Source: an optimization exercise on an open RTL-to-GDS flow (aim: small area, a short achievable clock period and few clock cycles). Production flows keep margins and buffers that such runs may drop.
In this exercise RTL edits were held to simulation tests only and were not proved equivalent to the original.
Power figures rest on the tool's default switching activity, not on a simulated workload.

`design.v`:
```
`timescale 1ns / 1ps
module fifo(
clk,
rst_,
in_data,
in_rts,
in_rtr,
out_data,
out_rts,
out_rtr,
in_xfc,
out_xfc,
rd_addr, 
wr_addr
);
    parameter DATA_WIDTH    = 12;
    parameter DEPTH         = 8;
    parameter LOG2DEPTH     = 3;
    input   clk;
    input   rst_;                        
    input   [DATA_WIDTH-1:0] in_data;
    input   in_rts;                         
    output  in_rtr;                         
    output  [DATA_WIDTH-1:0] out_data;
    output  out_rts;                        
    input   out_rtr;                        
    wire [LOG2DEPTH-1:0] next_wr_addr;
    reg [DATA_WIDTH-1:0] queue [(DEPTH-1):0];
    output wire in_xfc;
    output wire out_xfc;
    output reg [LOG2DEPTH-1:0] rd_addr, wr_addr;  
    assign in_xfc   = in_rts  & in_rtr;
    assign out_xfc  = out_rts & out_rtr;
    assign out_data = queue[rd_addr]; 
    assign next_wr_addr = wr_addr + 1;
    assign in_rtr       = (next_wr_addr != rd_addr);
    assign out_rts      = (rd_addr != wr_addr);
    always @ (posedge clk or negedge rst_)
    begin
        if (!rst_)
        begin
            rd_addr <= 0;
            wr_addr <= 0;
        end
        else
        begin
            if (in_xfc)
            begin    
                queue[wr_addr] <= in_data;
                wr_addr <= next_wr_addr;
            end    
            if (out_xfc)
            begin
                rd_addr <= rd_addr + 1;
            end
        end
    end   
endmodule
`timescale 1ns / 1ps
module line_drawer (
    input clk,
    input rst_,
    input [9:0] x1_in, y1_in,
    input [9:0] x2_in, y2_in,
    input [11:0] color,
    input  in_rts,
    output in_rtr,
    output  out_rts,
    input   out_rtr,
    output reg [9:0] draw_x, draw_y,
    output reg [11:0] color_hold
);
    reg [9:0] x1_hold, y1_hold, x2_hold, y2_hold;
    wire [9:0] dx, dy;
    assign dx = (x2_hold >= x1_hold) ? (x2_hold - x1_hold) : (x1_hold - x2_hold);
    assign dy = (y2_hold >= y1_hold) ? (y2_hold - y1_hold) : (y1_hold - y2_hold);
    wire [9:0] x1, x2, y1, y2;
    assign x1 = (dx >= dy) ?
        ((x1_hold <= x2_hold)  ? (x1_hold) : (x2_hold)) :
        ((y1_hold <= y2_hold)  ? (x1_hold) : (x2_hold)) ;
    assign y1 = (dx >= dy) ?
        ((x1_hold <= x2_hold)  ? (y1_hold) : (y2_hold)) :
        ((y1_hold <= y2_hold)  ? (y1_hold) : (y2_hold)) ;
    assign x2 = (dx >= dy) ?
        ((x1_hold <= x2_hold)  ? (x2_hold) : (x1_hold)) :
        ((y1_hold <= y2_hold)  ? (x2_hold) : (x1_hold)) ;
    assign y2 = (dx >= dy) ?
        ((x1_hold <= x2_hold)  ? (y2_hold) : (y1_hold)) :
        ((y1_hold <= y2_hold)  ? (y2_hold) : (y1_hold)) ;
    reg [2:0] state;
    reg signed [9:0] error;
    wire in_xfc, out_xfc;
    assign in_xfc  = in_rts  & in_rtr;
    assign out_xfc = out_rts & out_rtr;
    assign in_rtr  = (state == 0) ? 1 : 0;
    assign out_rts = (state == 3 || state == 4) ? 1 : 0;
    always @ (posedge clk or negedge rst_)
    begin
        if (!rst_)
            state <= 0;
        else
        begin
            case (state)
                0:
                begin
                    if (in_xfc)
                        state <= 1;
                end
                1:
                    state <= 2;
                2:
                    state <= (dx >= dy) ? 3 : 4;
                3:
                begin
                    if (out_xfc)
                        state <= (draw_x < x2) ? 3 : 5;
                end
                4:
                begin
                    if (out_xfc)
                        state <= (draw_y < y2) ? 4 : 5;
                end
                5:
                    state <= 0;
                default:
                    state <= 0;
            endcase
         end
    end
    always @ (posedge clk or negedge rst_)
    begin
        if (!rst_)
        begin
            x1_hold <= 0;
            y1_hold <= 0;
            x2_hold <= 0;
            y2_hold <= 0;
            color_hold <= 0;
            draw_x <= 0;
            draw_y <= 0;
            error <= 0;
        end
        else
        begin
            case (state)
                0:
                begin
                    if (in_xfc)
                    begin
                        x1_hold <= x1_in;
                        y1_hold <= y1_in;
                        x2_hold <= x2_in;
                        y2_hold <= y2_in;
                        color_hold <= color;
                        draw_x <= 0;
                        draw_y <= 0;
                    end
                end
                1:
                begin
                    draw_y <= y1;
                    draw_x <= x1;
                end
                2:
                    error <= (dx >= dy) ? (dy - dx) : (dx - dy);
                3:
                begin
                    if (out_xfc)
                    begin
                        if (error >= 0)
                            draw_y <= (y1 >= y2) ? (draw_y - 1) : (draw_y + 1);
                        error  <= (error >= 0) ? (error - dx + dy) : (error + dy);
                        draw_x <= draw_x + 1;
                    end
                end
                4:
                begin
                    if (out_xfc)
                    begin
                        if (error >= 0)
                            draw_x <= (x1 >= x2) ? (draw_x - 1) : (draw_x + 1);
                        error  <= (error >= 0) ? (error - dy + dx) : (error + dx);
                        draw_y <= draw_y + 1;
                    end
                end
                default:
                begin
                    x1_hold <= 0;
                    y1_hold <= 0;
                    x2_hold <= 0;
                    y2_hold <= 0;
                    color_hold <= 0;
                    draw_x <= 0;
                    draw_y <= 0;
                    error <= 0;
                end
            endcase
        end
    end
endmodule
`timescale 1ns / 1ps
module line_drawing_engine(
    input clk,
    input rst_,
    input [51:0] in_op,
    input  in_rts,
    output in_rtr,
    output out_rts,
    input  out_rtr,
    input bcast_xfc,
    input [31:0] arb_data_in,
    output [31:0] arb_data_out,
    output [16:0] arb_addr_out,
    output [3:0] wr_op,
    output idle
);
    wire [51:0] current_op;
    wire fi_rts_ld, ld_rtr_fi;
    fifo #(52, 4, 2) fi (
        .clk(clk),
        .rst_(rst_),
        .in_data(in_op),
        .in_rts(in_rts),
        .in_rtr(in_rtr),
        .out_data(current_op),
        .out_rts(fi_rts_ld),
        .out_rtr(ld_rtr_fi)
    );
    wire fo_rts_ae, ae_rtr_fo;
    wire ae_rts_rmw, rmw_rtr_ae;
    assign idle = !fi_rts_ld && ld_rtr_fi && !fo_rts_ae && ae_rtr_fo && rmw_rtr_ae;
    wire [ 9:0] x_out, y_out;
    wire [31:0] f_out;
    reg [ 9:0] x1, y1, x2, y2;
    wire [11:0] color_out;
    wire ld_rts_fx, rx_rtr_ld;
    line_drawer ld (
        .clk(clk),
        .rst_(rst_),
        .x1_in(current_op[51:42]),
        .y1_in(current_op[41:32]),
        .x2_in(current_op[31:22]),
        .y2_in(current_op[21:12]),
        .color(current_op[11:0]),
        .in_rts(fi_rts_ld),
        .in_rtr(ld_rtr_fi),
        .out_rts(ld_rts_fx),
        .out_rtr(rx_rtr_ld),
        .draw_x(x_out),
        .draw_y(y_out),
        .color_hold(color_out)
    );
    fifo #(32, 32, 5) fo (
        .clk(clk),
        .rst_(rst_),
        .in_data({x_out, y_out, color_out}),
        .in_rts(ld_rts_fx),
        .in_rtr(rx_rtr_ld),
        .out_data(f_out),
        .out_rts(fo_rts_ae),
        .out_rtr(ae_rtr_fo)
    );
    wire [16:0] addr_base;
    wire [ 2:0] addr_offset;
    wire [11:0] color_rmw;
    addressing_engine ae (
        .clk(clk),
        .rst_(rst_),
        .cmd_data_origx(f_out[31:22]),
        .cmd_data_origy(f_out[21:12]),
        .in_color(f_out[11:0]),
        .init_addr(addr_base),
        .addr_offset(addr_offset),
        .out_color(color_rmw),
        .in_rts(fo_rts_ae),
        .in_rtr(ae_rtr_fo),
        .out_rts(ae_rts_rmw),
        .out_rtr(rmw_rtr_ae)
    );
    read_modify_write_engine rmw (
        .clk(clk),
        .rst_(rst_),
        .addr_base(addr_base),
        .addr_offset(addr_offset),
        .color(color_rmw),
        .addr_rts(ae_rts_rmw),
        .addr_rtr(rmw_rtr_ae),
        .in_data(arb_data_in),
        .out_data(arb_data_out),
        .out_addr(arb_addr_out),
        .arb_rts(out_rts),
        .arb_rtr(out_rtr),
        .bcast_xfc(bcast_xfc),
        .wr_op(wr_op)
    );
endmodule
`timescale 1ns / 1ps
module circle_drawer(
    input clk,
    input rst_,
    input [9:0] x0_in,
    input [9:0] y0_in,
    input [9:0] r_in,
    input [11:0] color,
    input  in_rts,
    output in_rtr,
    output  out_rts,
    input   out_rtr,
    output reg [9:0] draw_x_0, draw_x_1, draw_x_2, draw_x_3,
    output reg [9:0] draw_x_4, draw_x_5, draw_x_6, draw_x_7,
    output reg [9:0] draw_y_0, draw_y_1, draw_y_2, draw_y_3,
    output reg [9:0] draw_y_4, draw_y_5, draw_y_6, draw_y_7,
    output reg [11:0] color_hold
);
    reg [9:0] x0_hold;
    reg [9:0] y0_hold;
    reg [9:0] r_hold;
    reg [9:0] x, y;
    reg [2:0] state;
    reg signed [9:0] dx, dy;
    reg signed [9:0] error;
    wire in_xfc, out_xfc;
    assign in_xfc  = in_rts  & in_rtr;
    assign out_xfc = out_rts & out_rtr;
    assign in_rtr  = (state == 0) ? (1) : (0);
    assign out_rts = (state == 3) ? (1) : (0);
    always @ (posedge clk or negedge rst_)
    begin
        if (!rst_)
            state <= 0;
        else
        begin
            case (state)
                0:
                begin
                    if (in_xfc)
                        state <= 1;
                end
                1:
                    state <= 2;
                2:
                    state <= (x >= y) ? 3 : 5;
                3:
                begin
                    if (out_xfc)
                        state <= 4;
                end
                4:
                    state <= 2;
                5:
                    state <= 0;
            endcase
        end
    end
    always @ (posedge clk or negedge rst_)
    begin
        if (!rst_)
        begin
            x <= 0;
            y <= 0;
            dx <= 0;
            dy <= 0;
            error <= 0;
            x0_hold <= 0;
            y0_hold <= 0;
            r_hold <= 0;
            color_hold <= 0;
        end
        else
        begin
            case (state)
                0:
                begin
                    x0_hold <= x0_in;
                    y0_hold <= y0_in;
                    r_hold <= r_in;
                    color_hold <= color;
                end
                1:
                begin
                    x  <= r_hold;
                    y  <= 0;
                    dx <= 1 - (r_hold << 1);
                    dy <= 1;
                    error <= 0;
                end
                2:
                begin
                    draw_x_0 <= x0_hold + x; draw_y_0 <= y0_hold + y;
                    draw_x_1 <= x0_hold + y; draw_y_1 <= y0_hold + x;
                    draw_x_2 <= x0_hold - y; draw_y_2 <= y0_hold + x;
                    draw_x_3 <= x0_hold - x; draw_y_3 <= y0_hold + y;
                    draw_x_4 <= x0_hold - x; draw_y_4 <= y0_hold - y;
                    draw_x_5 <= x0_hold - y; draw_y_5 <= y0_hold - x;
                    draw_x_6 <= x0_hold + y; draw_y_6 <= y0_hold - x;
                    draw_x_7 <= x0_hold + x; draw_y_7 <= y0_hold - y;
                end
                4:
                begin
                    if ( (((error + dy) << 1) + dx) > 0 )
                    begin
                        x <= x - 1;
                        error <= error + dx;
                        dx <= dx + 2;
                    end
                    else
                    begin
                        y <= y + 1;
                        error <= error + dy;
                        dy <= dy + 2;
                    end
                end
            endcase
        end
    end
endmodule
`timescale 1ns / 1ps
module circle_buffer_out(
    input clk,
    input rst_,
    input [31:0] in_px_0,
    input [31:0] in_px_1,
    input [31:0] in_px_2,
    input [31:0] in_px_3,
    input [31:0] in_px_4,
    input [31:0] in_px_5,
    input [31:0] in_px_6,
    input [31:0] in_px_7,
    input in_rts,
    output in_rtr,
    output [31:0] out_data,
    output out_rts,
    input  out_rtr
);
    parameter DATA_WIDTH    = 12;
    parameter DEPTH         = 64;
    parameter LOG2DEPTH     = 6;
    reg  [LOG2DEPTH-1:0] rd_addr;
    reg  [LOG2DEPTH-1:0] wr_addr;
    wire [LOG2DEPTH-1:0] next_wr_addr_8, next_wr_addr_7, next_wr_addr_6, next_wr_addr_5;
    wire [LOG2DEPTH-1:0] next_wr_addr_4, next_wr_addr_3, next_wr_addr_2, next_wr_addr_1;
    reg [DATA_WIDTH-1:0] queue [0:(DEPTH-1)];
    wire in_xfc;
    wire out_xfc;
    assign in_xfc   = in_rtr & in_rts;
    assign out_xfc  = out_rts & out_rtr;
    assign next_wr_addr_8 = wr_addr + 8;
    assign next_wr_addr_7 = wr_addr + 7;
    assign next_wr_addr_6 = wr_addr + 6;
    assign next_wr_addr_5 = wr_addr + 5;
    assign next_wr_addr_4 = wr_addr + 4;
    assign next_wr_addr_3 = wr_addr + 3;
    assign next_wr_addr_2 = wr_addr + 2;
    assign next_wr_addr_1 = wr_addr + 1;
    assign in_rtr       = (in_rts) & ((next_wr_addr_8 != rd_addr) &
                                      (next_wr_addr_7 != rd_addr) &
                                      (next_wr_addr_6 != rd_addr) &
                                      (next_wr_addr_5 != rd_addr) &
                                      (next_wr_addr_4 != rd_addr) &
                                      (next_wr_addr_3 != rd_addr) &
                                      (next_wr_addr_2 != rd_addr) &
                                      (next_wr_addr_1 != rd_addr));
    assign out_rts      = (rd_addr != wr_addr);
    assign out_data = queue[rd_addr];
    always@(posedge clk or negedge rst_)
    begin
        if (!rst_)
        begin
            rd_addr <= 0;
            wr_addr <= 0;
        end
        else
        begin
            if (in_xfc)
            begin
                queue[wr_addr+0] <= in_px_0;
                queue[wr_addr+1] <= in_px_1;
                queue[wr_addr+2] <= in_px_2;
                queue[wr_addr+3] <= in_px_3;
                queue[wr_addr+4] <= in_px_4;
                queue[wr_addr+5] <= in_px_5;
                queue[wr_addr+6] <= in_px_6;
                queue[wr_addr+7] <= in_px_7;
                wr_addr <= next_wr_addr_8;
             end
            if (out_xfc)
                rd_addr <= rd_addr + 1;
        end
    end
endmodule
`timescale 1ns / 1ps
module circle_drawing_engine(
    input clk,
    input rst_,
    input [41:0] in_op,
    input  in_rts,
    output in_rtr,
    output out_rts,
    input  out_rtr,
    input bcast_xfc,
    input [31:0] arb_data_in,
    output [31:0] arb_data_out,
    output [16:0] arb_addr_out,
    output [3:0] wr_op,
    output idle
);
    wire [41:0] current_op;
    wire fi_rts_cd, cd_rtr_fi;
    fifo #(42, 4, 2) fi (
        .clk(clk),
        .rst_(rst_),
        .in_data(in_op),
        .in_rts(in_rts),
        .in_rtr(in_rtr),
        .out_data(current_op),
        .out_rts(fi_rts_cd),
        .out_rtr(cd_rtr_fi)
    );
    reg [11:0] color;
    always @ (posedge clk or negedge rst_)
    begin
        if (!rst_)
            color <= 0;
        else
        begin
            if (fi_rts_cd && cd_rtr_fi)
                color <= current_op[11:0];
        end
    end
    wire fo_rts_ae, ae_rtr_fo;
    wire ae_rts_rmw, rmw_rtr_ae;
    assign idle = !fi_rts_cd && cd_rtr_fi && !fo_rts_ae && ae_rtr_fo && rmw_rtr_ae;
    wire cd_rts_fx, rx_rtr_cd;
    wire [9:0] draw_x [0:7];
    wire [9:0] draw_y [0:7];
    circle_drawer cd (
        .clk(clk),
        .rst_(rst_),
        .x0_in(current_op[41:32]),
        .y0_in(current_op[31:22]),
        .r_in(current_op[21:12]),
        .color(color),
        .in_rts(fi_rts_cd),
        .in_rtr(cd_rtr_fi),
        .out_rts(cd_rts_fx),
        .out_rtr(rx_rtr_cd),
        .draw_x_0(draw_x[0]),
        .draw_x_1(draw_x[1]),
        .draw_x_2(draw_x[2]),
        .draw_x_3(draw_x[3]),
        .draw_x_4(draw_x[4]),
        .draw_x_5(draw_x[5]),
        .draw_x_6(draw_x[6]),
        .draw_x_7(draw_x[7]),
        .draw_y_0(draw_y[0]),
        .draw_y_1(draw_y[1]),
        .draw_y_2(draw_y[2]),
        .draw_y_3(draw_y[3]),
        .draw_y_4(draw_y[4]),
        .draw_y_5(draw_y[5]),
        .draw_y_6(draw_y[6]),
        .draw_y_7(draw_y[7])
    );
    wire [31:0] f_out;
    circle_buffer_out #(32, 128, 7) fo (
        .clk(clk),
        .rst_(rst_),
        .in_px_0({ draw_x[0], draw_y[0], color}),
        .in_px_1({ draw_x[1], draw_y[1], color}),
        .in_px_2({ draw_x[2], draw_y[2], color}),
        .in_px_3({ draw_x[3], draw_y[3], color}),
        .in_px_4({ draw_x[4], draw_y[4], color}),
        .in_px_5({ draw_x[5], draw_y[5], color}),
        .in_px_6({ draw_x[6], draw_y[6], color}),
        .in_px_7({ draw_x[7], draw_y[7], color}),
        .in_rts(cd_rts_fx),
        .in_rtr(rx_rtr_cd),
        .out_data(f_out),
        .out_rts(fo_rts_ae),
        .out_rtr(ae_rtr_fo)
    );
    wire [16:0] addr_base;
    wire [ 2:0] addr_offset;
    wire [11:0] color_rmw;
    addressing_engine ae (
        .clk(clk),
        .rst_(rst_),
        .cmd_data_origx(f_out[31:22]),
        .cmd_data_origy(f_out[21:12]),
        .in_color(f_out[11:0]),
        .init_addr(addr_base),
        .addr_offset(addr_offset),
        .out_color(color_rmw),
        .in_rts(fo_rts_ae),
        .in_rtr(ae_rtr_fo),
        .out_rts(ae_rts_rmw),
        .out_rtr(rmw_rtr_ae)
    );
    read_modify_write_engine rmw (
        .clk(clk),
        .rst_(rst_),
        .addr_base(addr_base),
        .addr_offset(addr_offset),
        .color(color_rmw),
        .addr_rts(ae_rts_rmw),
        .addr_rtr(rmw_rtr_ae),
        .in_data(arb_data_in),
        .out_data(arb_data_out),
        .out_addr(arb_addr_out),
        .arb_rts(out_rts),
        .arb_rtr(out_rtr),
        .bcast_xfc(bcast_xfc),
        .wr_op(wr_op)
    );
endmodule
`timescale 1ns / 1ps
module addressing_engine(
    input           clk,
    input           rst_,
    input   [9:0]  cmd_data_origx,
    input   [9:0]  cmd_data_origy,
    input   [11:0] in_color, 
    output reg [16:0] init_addr,
    output reg [ 2:0] addr_offset, 
    output reg [11:0] out_color,
    input  in_rts,
    output in_rtr, 
    output  out_rts,                       
    input   out_rtr 
);
    wire in_xfc, out_xfc;
    assign in_xfc  = in_rts  & in_rtr;
    assign out_xfc = out_rts & out_rtr;
    reg    [ 3:0]   addr_eng_state;
    reg    [31:0]   temp_addr; 
    assign in_rtr  = (addr_eng_state == 0) ? (1) : (0);
    assign out_rts = (addr_eng_state == 3) ? (1) : (0);
    reg [15:0] in_x, in_y;
    reg [11:0] in_c;
    always @(posedge clk or negedge rst_)
    begin
        if (!rst_)
        begin
            addr_eng_state <= 0;
            init_addr <= 16'h00;
            temp_addr <= 0;
            addr_offset <= 0;
            out_color <= 0;
            in_x <= 0;
            in_y <= 0;
            in_c <= 0;
        end
        else
        begin
            case (addr_eng_state)
                0:
                begin
                    if (in_xfc)
                    begin
                        addr_eng_state <= 1;
                        in_x <= cmd_data_origx;
                        in_y <= cmd_data_origy;
                        in_c <= in_color;
                    end
                end
                1:
                begin
                    temp_addr <= in_y * 640;
                    addr_eng_state <= 2;
                end
                2:
                begin
                    init_addr <= ((temp_addr + in_x) >> 3) * 3;
                    addr_offset <= (temp_addr + in_x) % 8;
                    out_color <= in_c;
                    addr_eng_state <= 3; 
                end
                3:
                begin
                    if (out_xfc) 
                        addr_eng_state <= 0;
                end
            endcase
        end
    end
endmodule
`timescale 1ns / 1ps
module read_modify_write_engine(
    input clk,
    input rst_,
    input [16:0] addr_base,
    input [ 2:0] addr_offset,
    input [11:0] color,
    input  addr_rts,
    output addr_rtr, 
    input [31:0] in_data,
    output reg [31:0] out_data,
    output reg [16:0] out_addr,
    output arb_rts,
    input  arb_rtr,
    input  bcast_xfc,
    output [3:0] wr_op   
);
    reg [ 3:0] state;
    reg [31:0] data_0, data_1, data_2;
    wire addr_xfc;
    assign addr_xfc = addr_rts & addr_rtr;
    assign addr_rtr = (state == 0);
    wire arb_xfc;
    assign arb_xfc = arb_rtr & arb_rts;
    assign arb_rts = (state == 2) || (state == 4) || (state == 6)
                  || (state == 8) || (state == 10) || (state == 12);
    assign wr_op = (state == 8 || state == 10 || state == 12) ? (4'b1111) : (4'b0000);
    reg [16:0] hold_addr_base;
    reg [ 2:0] hold_addr_offset;
    reg [11:0] hold_color;
    always @ (posedge clk or negedge rst_)
    begin
        if (!rst_)
        begin
            hold_addr_base <= 0;
            hold_addr_offset <= 0;
            hold_color <= 0;
        end
        else
        begin
            if (addr_xfc)
            begin
                hold_addr_base <= addr_base;
                hold_addr_offset <= addr_offset;
                hold_color <= color;
            end 
        end
    end
    always @ (posedge clk or negedge rst_)
    begin
        if (!rst_)
        begin
            state    <= 0;
            data_0   <= 0;
            data_1   <= 0;
            data_2   <= 0;
        end
        else
        begin
            case (state)
                0: 
                begin
                    if (addr_xfc)
                        state <= 1;
                end
                1:
                begin
                    state <= 2;
                end
                2: 
                begin
                    if (arb_xfc) 
                        state <= 3;   
                end
                3: 
                begin
                    if (bcast_xfc)
                    begin
                        state <= 4;
                        data_0 <= in_data;    
                    end
                end 
                4: 
                begin
                    if (arb_xfc) 
                        state <= 5;   
                end
                5: 
                begin
                    if (bcast_xfc)
                    begin
                        state <= 6;
                        data_1 <= in_data;    
                    end
                end
                6: 
                begin
                    if (arb_xfc) 
                        state <= 7;   
                end
                7: 
                begin
                    if (bcast_xfc)
                    begin
                        state <= 9;
                        data_2 <= in_data;    
                    end
                end
                9: 
                    state <= 8; 
                8: 
                begin
                    if (arb_xfc)
                        state <= 11;
                end
                11: 
                    state <= 10; 
                10: 
                begin   
                    if (arb_xfc)
                        state <= 13;  
                end
                13: 
                    state <= 12;
                12: 
                begin
                    if (arb_xfc)
                        state <= 14;
                end
                14: 
                    state <= 0;
            endcase
        end
    end
    always @ (posedge clk or negedge rst_)
    begin
        if (!rst_)
        begin            
            out_data <= 0;
            out_addr <= 0;
        end
        else
        begin
            case (state) 
                0: 
                    out_addr <= hold_addr_base + 0;
                1:
                    out_addr <= hold_addr_base + 0;
                3:
                begin
                    if (bcast_xfc)
                        out_addr <= hold_addr_base + 1;
                end
                4:
                    out_data <= 0;
                5:
                begin
                    if (bcast_xfc)
                        out_addr <= hold_addr_base + 2;
                end
                6:
                    out_data <= 0;
                9:
                begin
                    out_addr <= hold_addr_base + 0;
                    case (hold_addr_offset)
                        0: out_data <= (data_0 & 32'hffff_fff0) | {28'b0,hold_color[11:8]};                     
                        1: out_data <= (data_0 & 32'hffff_ff0f) | {24'b0,hold_color[11:8],4'b0};
                        2: out_data <= (data_0 & 32'hffff_f0ff) | {20'b0,hold_color[11:8],8'b0};
                        3: out_data <= (data_0 & 32'hffff_0fff) | {16'b0,hold_color[11:8],12'b0};
                        4: out_data <= (data_0 & 32'hfff0_ffff) | {12'b0,hold_color[11:8],16'b0};
                        5: out_data <= (data_0 & 32'hff0f_ffff) | {8'b0,hold_color[11:8],20'b0};
                        6: out_data <= (data_0 & 32'hf0ff_ffff) | {4'b0,hold_color[11:8],24'b0};
                        7: out_data <= (data_0 & 32'h0fff_ffff) | {hold_color[11:8],28'b0};
                    endcase
                end
                11:
                begin
                    out_addr <= hold_addr_base + 1;
                    case (hold_addr_offset)
                        0: out_data <= (data_1 & 32'hffff_fff0) | {28'b0,hold_color[7:4]};  
                        1: out_data <= (data_1 & 32'hffff_ff0f) | {24'b0,hold_color[7:4],4'b0};
                        2: out_data <= (data_1 & 32'hffff_f0ff) | {20'b0,hold_color[7:4],8'b0};
                        3: out_data <= (data_1 & 32'hffff_0fff) | {16'b0,hold_color[7:4],12'b0};
                        4: out_data <= (data_1 & 32'hfff0_ffff) | {12'b0,hold_color[7:4],16'b0};
                        5: out_data <= (data_1 & 32'hff0f_ffff) | {8'b0,hold_color[7:4],20'b0};
                        6: out_data <= (data_1 & 32'hf0ff_ffff) | {4'b0,hold_color[7:4],24'b0};
                        7: out_data <= (data_1 & 32'h0fff_ffff) | {hold_color[7:4],28'b0};
                    endcase
                end
                13:
                begin
                    out_addr <= hold_addr_base + 2;
                    case (hold_addr_offset)
                        0: out_data <= (data_2 & 32'hffff_fff0) | {28'b0,hold_color[3:0]};  
                        1: out_data <= (data_2 & 32'hffff_ff0f) | {24'b0,hold_color[3:0],4'b0};
                        2: out_data <= (data_2 & 32'hffff_f0ff) | {20'b0,hold_color[3:0],8'b0};
                        3: out_data <= (data_2 & 32'hffff_0fff) | {16'b0,hold_color[3:0],12'b0};
                        4: out_data <= (data_2 & 32'hfff0_ffff) | {12'b0,hold_color[3:0],16'b0};
                        5: out_data <= (data_2 & 32'hff0f_ffff) | {8'b0,hold_color[3:0],20'b0};
                        6: out_data <= (data_2 & 32'hf0ff_ffff) | {4'b0,hold_color[3:0],24'b0};
                        7: out_data <= (data_2 & 32'h0fff_ffff) | {hold_color[3:0],28'b0};
                    endcase
                end
            endcase
        end
    end
endmodule
`timescale 1ns / 1ps
module arbitor_v2(
    input clk,
    input rst_,
    output [31:0] bcast_data,
    output reg [2:0] bcast_xfc_out,
    input en_fetching,
    output reg [3:0] wben,
    output reg [16:0] mem_addr,
    input [31:0] mem_data_in,
    output reg [31:0] mem_data_out,
    input [16:0] fetch_addr,
    input [31:0] fetch_wrdata,
    input fetch_rts_in,
    output fetch_rtr_out,
    input [3:0] fetch_op,
    input [16:0] linedrawer_addr,
    input [31:0] linedrawer_wrdata,
    input linedrawer_rts_in,
    output linedrawer_rtr_out, 
    input [3:0] linedrawer_op,
    input [16:0] circledrawer_addr,
    input [31:0] circledrawer_wrdata,
    input circledrawer_rts_in,
    output circledrawer_rtr_out, 
    input [3:0] circledrawer_op
);
    reg [2:0] select;
    wire fetch_xfc; 
    assign fetch_rtr_out = select[0];
    assign fetch_xfc = fetch_rts_in & fetch_rtr_out; 
    wire linedrawer_xfc;
    assign linedrawer_rtr_out = select[1];
    assign linedrawer_xfc = linedrawer_rts_in & linedrawer_rtr_out;
    wire circledrawer_xfc;
    assign circledrawer_rtr_out = select[2];
    assign circledrawer_xfc = circledrawer_rts_in & circledrawer_rtr_out;
    reg [1:0] df_priority;
    reg [2-1:0] round_robin;
    assign bcast_data = mem_data_in;    
    always @ (posedge clk or negedge rst_)
    begin
        if (!rst_)
        begin
            df_priority <= 0;
            round_robin <= 2'b01;
        end
        else
        begin
            if (df_priority != 0 || fetch_rts_in != 1) 
                round_robin <= (round_robin[2-1] == 1) ? (1) : (round_robin << 1);
            df_priority <= (df_priority + 1) % 2;
        end
    end
    always @ (posedge clk or negedge rst_)
    begin      
        if (!rst_)
        begin
           select <= 0;
        end
        else
        begin
            if (df_priority == 0 && fetch_rts_in == 1)
            begin
                select <= 3'b001;
            end
            else
            begin
                case (round_robin)
                    2'b01:
                        select <= 3'b010; 
                    2'b10:
                        select <= 3'b100; 
                    default:
                        select <= 3'b000; 
                endcase 
            end 
        end                         
    end
    reg [2:0] bcast_delay_1, bcast_delay_2;
    always @ (posedge clk or negedge rst_)
    begin
        if (!rst_)
        begin
            bcast_delay_2 <= 0;
            bcast_xfc_out <= 0;
        end
        else
        begin
            bcast_delay_2 <= bcast_delay_1;
            bcast_xfc_out <= bcast_delay_2;
        end
    end
    always @ (posedge clk or negedge rst_)
        begin
            if (!rst_)
            begin
                wben <= 0;
                mem_addr <= 0;
                mem_data_out <= 0;
                bcast_delay_1 <= 0;
            end
            else
            begin
                if (fetch_xfc)
                begin
                    wben <= fetch_op;
                    mem_addr <= fetch_addr;
                    mem_data_out <= fetch_wrdata;
                    bcast_delay_1 <= 3'b001;
                end
                else if (linedrawer_xfc)
                begin
                    wben <= linedrawer_op;
                    mem_addr <= linedrawer_addr;
                    mem_data_out <= linedrawer_wrdata;
                    bcast_delay_1 <= (linedrawer_op == 4'b1111) ? 0 : 3'b010; 
                end
                else if (circledrawer_xfc)
                begin
                    wben <= circledrawer_op;
                    mem_addr <= circledrawer_addr;
                    mem_data_out <= circledrawer_wrdata;
                    bcast_delay_1 <= (circledrawer_op == 4'b1111) ? 0 : 3'b100;
                end
                 else
                 begin
                    wben <= wben;
                    mem_addr <= mem_addr;
                    mem_data_out <= mem_data_out;
                    bcast_delay_1 <= 3'b000;    
                end
            end
        end
endmodule
`timescale 1ns / 1ps
module draw_subsystem(
    input               clk,
    input               rst_,
    input  [51:0]       line_op,
    input               line_rts,
    output              line_rtr,
    input  [41:0]       circle_op,
    input               circle_rts,
    output              circle_rtr,
    output [16:0]       mem_addr,
    output [3:0]        mem_wben,
    output [31:0]       mem_wdata,
    input  [31:0]       mem_rdata,
    output              idle
    );
    wire [31:0] arb_bcast_data;
    wire [2:0] bcast_xfc;
    wire [16:0] lindrawer_arb_addr;
    wire [31:0] linedrawer_wr_data;
    wire linedrawer_rtr_out, linedrawer_rts_arb;
    wire [3:0] linedrawer_wr_op;
    wire line_idle;
    wire [16:0] circledrawer_arb_addr;
    wire [31:0] circledrawer_wr_data;
    wire circledrawer_rtr_out, circledrawer_rts_arb;
    wire [3:0] circledrawer_wr_op;
    wire circle_idle;
    assign idle = line_idle & circle_idle;
    arbitor_v2 arb(
        .clk(clk),
        .rst_(rst_),
        .en_fetching(1'b0),
        .fetch_addr(17'b0),
        .fetch_wrdata(32'b0),
        .fetch_rts_in(1'b0),
        .fetch_rtr_out(),
        .fetch_op(4'b0),
        .linedrawer_addr(lindrawer_arb_addr),
        .linedrawer_wrdata(linedrawer_wr_data),
        .linedrawer_rts_in(linedrawer_rts_arb),
        .linedrawer_rtr_out(linedrawer_rtr_out),
        .linedrawer_op(linedrawer_wr_op),
        .circledrawer_addr(circledrawer_arb_addr),
        .circledrawer_wrdata(circledrawer_wr_data),
        .circledrawer_rts_in(circledrawer_rts_arb),
        .circledrawer_rtr_out(circledrawer_rtr_out),
        .circledrawer_op(circledrawer_wr_op),
        .mem_data_in(mem_rdata),
        .wben(mem_wben),
        .mem_addr(mem_addr),
        .mem_data_out(mem_wdata),
        .bcast_data(arb_bcast_data),
        .bcast_xfc_out(bcast_xfc)
    );
    line_drawing_engine lde(
        .clk(clk),
        .rst_(rst_),
        .in_op(line_op),
        .in_rts(line_rts),
        .in_rtr(line_rtr),
        .out_rts(linedrawer_rts_arb),
        .out_rtr(linedrawer_rtr_out),
        .bcast_xfc(bcast_xfc[1]),
        .arb_data_in(arb_bcast_data),
        .arb_data_out(linedrawer_wr_data),
        .arb_addr_out(lindrawer_arb_addr),
        .wr_op(linedrawer_wr_op),
        .idle(line_idle)
    );
    circle_drawing_engine cde(
        .clk(clk),
        .rst_(rst_),
        .in_op(circle_op),
        .in_rts(circle_rts),
        .in_rtr(circle_rtr),
        .out_rts(circledrawer_rts_arb),
        .out_rtr(circledrawer_rtr_out),
        .bcast_xfc(bcast_xfc[2]),
        .arb_data_in(arb_bcast_data),
        .arb_data_out(circledrawer_wr_data),
        .arb_addr_out(circledrawer_arb_addr),
        .wr_op(circledrawer_wr_op),
        .idle(circle_idle)
    );
endmodule
```
`run.sh`:
```
#!/bin/bash
# synth_recipe.tcl (not shown) runs the flow's synth.tcl, then flattens the netlist and writes it again
# the make line also repeats each setting of config.mk as NAME=value (left out here)
make -C /OpenROAD-flow-scripts/flow DESIGN_CONFIG=/design/flow/config.mk WORK_HOME=/design/flow/orfs CLKGATE_MAP_FILE= SYNTH_SCRIPT=/design/flow/synth_recipe.tcl finish
```
`config.mk`:
```
export PLATFORM = sky130hd
export DESIGN_NAME = draw_subsystem
export DESIGN_NICKNAME = draw_subsystem
export VERILOG_FILES = /design/flow/design.v
export SDC_FILE = /design/flow/constraint.sdc
export NUM_CORES = 4
export LEC_CHECK = 0
export CAP_MARGIN = 20
export CORE_MARGIN = 2
export CORE_UTILIZATION = 40
export SLEW_MARGIN = 20
```
`constraint.sdc`:
```
create_clock -name core_clock -period 10.0 [get_ports {clk}]
set_input_delay 2.0000 -clock core_clock [delete_from_list [all_inputs] [get_ports {clk}]]
set_output_delay 2.0000 -clock core_clock [all_outputs]
set_load 0.01 [all_outputs]
```
==> reports/results.tsv <==
stage	metric	value	unit
status	status	complete, no violations	
timing	Slew @ Worst Pin	1.24	ns
timing	Setup violations, final	0	
finish	Final nets	13200	
setup_path	worst-path maximum fanout	39	
route	routed via count	112000	
timing	Max Slew Vio Count	0	
timing	Rel. slew slack	17.5	%
floorplan	Die Width	634	µm
finish	share of cells above drive strength 1	11.7	%
setup_path	CP arrival	9.69	ns
clock_tree	CTS H-tree depth	5	
power	peak supply drop	461	µV
clock_tree	Setup Fix Bufs, Post-CTS	0	
clock_tree	Hold-fix buffers, CTS	0	
logic_synthesis	number of library cell types mapped by synthesis	90	
power	leakage dissipation	67.5	nW
setup_path	kind of critical path	reg -> reg	
clock_tree	Clock transition at path regs	0.06	ns
placement	Placer Congestion	0.931	
flow_run	max-cap check violation count	0	
route	DRT iter0 DRCs	17100	
logic_synthesis	Yosys reg bits	3671	
timing	final hold violations	0	
clock_tree	clock root buffer	clkbuf_16	
logic_synthesis	number of synthesized flops with an enable pin	2884	
logic_synthesis	asr flop ratio synth	21.4	%
timing	unrepaired setup endpoints after global routing	false	
route	drt total wl	561	mm
timing	f_max	0.115	GHz
route	Wirelength per Cell	30.7	µm
logic_synthesis	sequential share of the synthesized area	66.9	%
power	Pwr per Cell Area	335	mW/mm²
route	Antenna Nets Post-Route	0	
floorplan	I/O pins	186	
timing	post-layout min period	8.71	ns
logic_synthesis	Synth Flop Type	edfxtp_1	
finish	Post-Layout Cell Count	18200	
logic_synthesis	Syn Std Cell Area	0.159	mm²
global_route	global-route wire length before repair	786	mm
logic_synthesis	yosys warns	14	
global_route	initial antenna violation count	32	
route	DRC viols	0	
route	DRT Pass-1 Iters	11	
clock_tree	CTS tree	yes	
clock_tree	post_cts resized	0	
global_route	vias in the first global route	105000	
global_route	Overall Global Routing Usage	27.2	%
finish	Area Growth Syn to Fin	14.1	%
placement	placed cells	17500	
floorplan	initial core utilization	40.1	%
setup_path	startpoint types	flop	
global_route	GR Util met3	7.30	%
timing	TNS Setup	0	ns
global_route	GR Util met2	41.8	%
floorplan	FP Rows	231	
global_route	M1 GR Usage	36.2	%
logic_synthesis	Net Count, Synth	12900	
global_route	Top Usage Layer GRT	met2	
clock_tree	number of buffers created by CTS	389	
global_route	gr ovfl total	0	
floorplan	die extent in y	634	µm
placement	# port buffers	185	
setup_path	CP Data Required Time	10.98	ns
setup_path	Critical Path Sink Type	flop	
clock_tree	Clock Latency Late Sink	1.05	ns
placement	DP HPWL	334	mm
timing	Tcrit/Tclk final	87.1	%
floorplan	Core Area	0.396	mm²
clock_tree	clock buffer depth	4	
global_route	largest net degree at the start of global routing	104	
timing	clock skew	0.123	ns
logic_synthesis	syn avg cell area	12.8	µm²
clock_tree	clock sinks	3671	
min_path	Hold WC Path Type	reg -> reg	
floorplan	die area	0.402	mm²
route	Avg Vias per Cell	6.12	
logic_synthesis	synthesized instance count	12400	
report_power, final:
part	total (mW)	internal [mW]	switching (mW)	leakage, nW
Combinational	25.3	8.90	16.4	25.0
Sequential	20.9	19.0	1.90	36.4
Clock	14.4	8.13	6.30	6.12
Total	60.6	36.0	24.6	67.5
kinds of logic after synthesis:
group                      Yosys count  share of synthesized area (%)
buffers and inverters             1006                           2.43
muxes                              453                           3.14
AOI/OAI and AO/OA                 2584                           12.1
xor gates and xnor gates           294                           1.63
adders and majority gates          397                           3.33
DFF                               3671                           66.9
and+or+nand+nor                   3999                           10.5
sequential cells by signal (all words and copies together), names as in the netlist, 168 cells and up:
register,count
lde.fi.queue,208
cde.fi.queue,168
cde.fo.queue,1408
lde.fo.queue,1024
synth_stat cells (37+ instances only):
library cell / number / area, µm²
edfxtp_1: 2884 / 86600
nand2_1: 2583 / 9700
dfrtp_1: 786 / 19700
nor2_1: 692 / 2600
clkbuf_1: 610 / 2290
a22oi_1: 428 / 3210
a22o_1: 404 / 3540
a21oi_1: 387 / 1940
o21ai_0: 376 / 1880
a221oi_1: 364 / 3190
ha_1: 354 / 4430
mux2_2: 354 / 3990
inv_1: 270 / 1010
a222oi_1: 200 / 2000
nand4_1: 172 / 1080
xnor2_1: 161 / 1410
nand3_1: 153 / 766
xor2_1: 132 / 1160
nor3_1: 108 / 541
mux2i_1: 96 / 961
buf_1: 94 / 353
a21o_1: 81 / 608
a221o_1: 74 / 741
and3_1: 50 / 313
nand2b_1: 48 / 300
fa_1: 43 / 861
o21bai_1: 42 / 315
a31oi_1: 37 / 231
cell usage in the layout, fill, tap and decap left out, types with 74 or more instances in the layout:
cell type / Yosys / final
a21oi_1: 387 / 385
edfxtp_1: 2884 / 2884
nand4_1: 172 / 172
o21ai_0: 376 / 370
mux2_2: 354 / 354
a222oi_1: 200 / 200
xnor2_1: 161 / 161
nor2_1: 692 / 575
nor2_4: 1 / 89
ha_1: 354 / 346
a22o_1: 404 / 404
clkdlybuf4s50_1: 0 / 184
xor2_1: 132 / 132
mux2i_1: 96 / 96
inv_1: 270 / 270
nor3_1: 108 / 100
buf_4: 7 / 392
dfrtp_1: 786 / 778
a221oi_1: 364 / 364
clkbuf_1: 610 / 109
a21o_1: 81 / 81
a221o_1: 74 / 74
nand2_1: 2583 / 2579
nand3_1: 153 / 149
a22oi_1: 428 / 428
clkbuf_16: 0 / 391
cell type report:
class / count / area [µm²]
antenna: 19 / 47.5
clock buffer: 543 / 10800
clock inverter: 174 / 1820
fill: 35000 / 215000
inverter: 272 / 1020
multi-input combinational: 7727 / 49600
sequential: 3671 / 106000
tap: 5242 / 6560
timing repair buffer: 588 / 5010
metal layers:
| layer | part of all wire, % | up-vias |
|---|---|---|
| li1 | - | 47100 |
| met1 | 38 | 55400 |
| met2 | 44 | 7369 |
| met3 | 13 | 1702 |
| met4 | 5.5 | 38 |
| met5 | 0.095 | - |
metrics by stage:
| step | total power, mW | instance area, µm² | utilization, % | hold slack [ns] | worst slack [ns] |
|---|---|---|---|---|---|
| 4_1_cts | 60.4 | 181000 | 45.7 | 0.350 | 1.38 |
| 3_3_place_gp | 45.8 | 168000 | 42.5 | 0.332 | 1.53 |
| 3_5_place_dp | 46.0 | 168000 | 42.6 | 0.337 | 1.42 |
| 6_report | 60.6 | 181000 | 45.8 | 0.343 | 1.29 |
| 5_1_grt | 63.8 | 181000 | 45.8 | 0.358 | 0.827 |
| 2_1_floorplan | 37.5 | 159000 | - | 0.331 | 2.66 |
critical path: stages (launching register included):
cell,delay [ns]
dfrtp_1,0.47
inv_1,0.14
ha_1,0.17
inv_1,0.07
fa_1,0.41
a21o_1,0.17
a21oi_1,0.25
o21ai_0,0.18
nor4b_2,0.58
buf_4,0.30
mux2i_1,0.29
nand2_1,0.09
nand2_1,0.10
a21o_1,0.13
xor2_1,0.51
ha_1,0.40
nand4_1,0.14
nor3_1,0.09
o31ai_1,0.71
a211oi_2,0.39
nor2_4,0.62
buf_4,0.49
mux2i_1,0.14
a211o_1,0.30
or4_1,0.78
mux2i_1,0.22
or4_1,0.42
nand4_1,0.09
final timing paths:
path | start | to | slack, ns | cells past startpoint
hold reg to reg | arb.bcast_delay_2[1] | arb.bcast_xfc_out[1] | 0.34 | 0
max in group asynchronous | rst_ | cde.cd.error[6] | 6.71 | 4
setup reg to reg | lde.ld.y2_hold[0] | lde.ld.draw_y[8] | 1.29 | 27
setup / recovery | lde.ld.y2_hold[0] | lde.ld.draw_y[8] | 1.29 | 27
hold / removal | arb.bcast_delay_2[1] | arb.bcast_xfc_out[1] | 0.34 | 0
min in group asynchronous | rst_ | cde.rmw.data_2[17] | 0.87 | 1
Testbench counts, summed over its fixed seeds: cycles 445,008.

## re-timing with driven ports
The flow's constraints put no driver on any port. The routed layout listed below was extracted and timed again, unchanged, in two steps. Step 1 assumes that a clkbuf_16 drives the clock port and a buf_2 every other input. Step 2, shift: input delay + t, output delay - t, t = (earliest + latest rising clock arrival at the registers) / 2. This alone moves slack from input paths to output paths. Slacks: no drivers / after step 1 / after step 2; pairs: no drivers / after step 1.
t (ns): 1.118
setup WS [ns]: 1.288 / 1.288 / 1.288
worst hold slack (ns): 0.343 / 0.343 / 0.343
worst register clock-pin slew, ns: 0.07 / 0.07
After both steps setup and hold are still met in this run. For this run, drivers alone change the setup slack by 0.000 ns; drivers and shift together by 0.000 ns.
